Context: an optimization exercise on an open-source flow, tuned for small area, a short achievable clock period and few clock cycles. The choices shown serve that exercise and are no tape-out recipe. In this exercise RTL edits were held to simulation tests only and were not proved equivalent to the original. Power and IR drop assume default switching activity.

Setup of run D:
Design BETA_CORE, start of the top module:
module BETA_CORE(
    input CLK,
    input RESET,
    input IRQ,
    input [31:0] MRD,
    input [31:0] ID,
    output [31:0] IA,
    output [31:0] MA,
    output MOE,
    output MWR,
    output [31:0] MWD
    );
Size in the first run: roughly 3,800 cells after synthesis, ~1,200 flip-flops, roughly 170 I/O pins, about 53,000 um^2 of cells after synthesis.
clock: 13.0 ns
lec_check: 0
cap_margin: 20
core_margin: 2
core_utilization: 55
cts_cluster_diameter: 100
cts_cluster_size: 20
slew_margin: 20
synth_hierarchical: 1
standard.sh (not shown) runs the stock make flow with config.mk's settings and CLKGATE_MAP_FILE= SYNTH_SCRIPT=/design/flow/synth_recipe.tcl, a recipe that flattens the netlist after the stock synthesis.
==> flow/flow/run.sh <==
#!/bin/bash
# The standard synthesis and layout (standard.sh), with these changes to
# how ORFS makes the layout (the SDC and clock period are the standard flow's):
#  - timing repair aims at a larger setup margin, so that it works on the
#    paths that set the achieved period;
#  - port buffers are buf_2 cells (every port still gets its buffer).
# The tools' full output is in flow_make.log and in orfs/logs/.
set -euo pipefail
bash standard.sh SETUP_SLACK_MARGIN=7.6 \
  "BUFFER_PORTS_ARGS=-buffer_cell sky130_fd_sc_hd__buf_2" \
  finish > flow_make.log 2>&1
Testbench counts of run D, summed over its fixed seeds: cycles 24,745.
What run B does differently from run D at the input level:
Settings: CORE_UTILIZATION now 40, was 55.
==> flow/flow/run.sh <==
#!/bin/bash
# The standard synthesis and layout (standard.sh), with these changes to
# how ORFS makes the layout (the SDC and clock period are the standard flow's):
#  - timing repair aims at a larger setup margin, so that it works on the
#    paths that set the achieved period;
#  - port buffers are buf_1 cells (every port still gets its buffer);
#  - ABC maps with a 1 fF output load per module instead of 5 fF, so the
#    small one-cell modules get minimum-size cells (registers unchanged).
# The tools' full output is in flow_make.log and in orfs/logs/.
set -euo pipefail
bash standard.sh SETUP_SLACK_MARGIN=7.75 ABC_LOAD_IN_FF=1 \
  "BUFFER_PORTS_ARGS=-buffer_cell sky130_fd_sc_hd__buf_1" \
  finish > flow_make.log 2>&1
Findings:
Power of the sequential group: run D vs run B, no meaningful difference. Run B against run D: final net count roughly the same; wire length lower; number of clock sinks roughly the same. Run B ran to completion and came out clean on the timing, design-rule and antenna checks. Run B: time the final worst path needs with I/O delays and setup 0.11 ns below run D. Diff run B..run D | final sequential cell count | unchanged. Part of the power in the clock network ends up lower on run D. Run D reports its termination of the worst setup path as pc_tk$_DFF_P_ while run B reports MWR.

BETA_CORE again, from the RTL that the note above started with.
Settings: LEC_CHECK=0, CAP_MARGIN=20, CORE_MARGIN=2, CORE_UTILIZATION=40, CTS_CLUSTER_DIAMETER=100, CTS_CLUSTER_SIZE=20, SLEW_MARGIN=20, SYNTH_HIERARCHICAL=1; clock period 13.0 ns.
==> flow/flow/run.sh <==
#!/bin/bash
# The standard synthesis and layout (standard.sh), with these changes to
# how ORFS makes the layout (the SDC and clock period are the standard flow's):
#  - timing repair aims at a larger setup margin, so that it works on the
#    paths that set the achieved period;
#  - port buffers are buf_1 cells (every port still gets its buffer);
#  - ABC maps with a 1 fF output load per module instead of 5 fF, so the
#    small one-cell modules get minimum-size cells (registers unchanged).
# The tools' full output is in flow_make.log and in orfs/logs/.
set -euo pipefail
bash standard.sh SETUP_SLACK_MARGIN=7.6 ABC_LOAD_IN_FF=1 \
  "BUFFER_PORTS_ARGS=-buffer_cell sky130_fd_sc_hd__buf_1" \
  finish > flow_make.log 2>&1
Testbench counts at the start, summed over its fixed seeds: cycles 24,745.
Then changed:
--- a/flow/flow/run.sh
+++ b/flow/flow/run.sh
@@ -6 +6 @@
-#  - port buffers are buf_1 cells (every port still gets its buffer);
+#  - port buffers are buf_2 cells (every port still gets its buffer);
@@ -11,2 +11,2 @@
-bash standard.sh SETUP_SLACK_MARGIN=7.6 ABC_LOAD_IN_FF=1 \
-  "BUFFER_PORTS_ARGS=-buffer_cell sky130_fd_sc_hd__buf_1" \
+bash standard.sh SETUP_SLACK_MARGIN=7.75 ABC_LOAD_IN_FF=1 \
+  "BUFFER_PORTS_ARGS=-buffer_cell sky130_fd_sc_hd__buf_2" \
Outcome: The changed run finished clean. Total power grows by 1.5%. Design area grows by 0.43%. Worst setup slack gains 0.056 ns. Clock skew grows by 0.0058 ns. Fmax grows by 1.0%. Global-route usage grows by 0.29 points. Non-clock buffer count shrinks by 29. Sequential share of layout area shrinks by 0.13 points. Hold slack gains 0.037 ns. Die area stays the same.

[re-timing with driven ports]
In the flow no input, the clock included, has a driving cell. The finished layouts below were timed again as built, in two steps. Step 1 sets driving cells, clkbuf_16 on the clock port and buf_2 on the other inputs (assumed; they add their load-dependent delay and slew). Step 2 times the ports against the registers' clock, not the clock port: input delays grow and output delays shrink by t, the midpoint of the rising clock arrivals with the driver on. Slacks: no drivers / after step 1 / after step 2; pairs: no drivers / after step 1.
| run | t (ns) | slack for setup (ns) | pins driven straight from the clock port |
|---|---|---|---|
| run D | 0.758 | 7.336 / 7.314 / 6.557 | 1 |
| run B | 0.746 | 7.445 / 7.405 / 6.885 | 1 |
| the first run of note 2 | 0.735 | 7.451 / 7.409 / 6.751 | 1 |
| the second run of note 2 | 0.754 | 7.507 / 7.468 / 6.808 | 1 |
After both steps every run listed still meets setup and hold. The setup slack of run D, which loses most, moves by -0.022 ns with the drivers and by -0.779 ns with both steps.
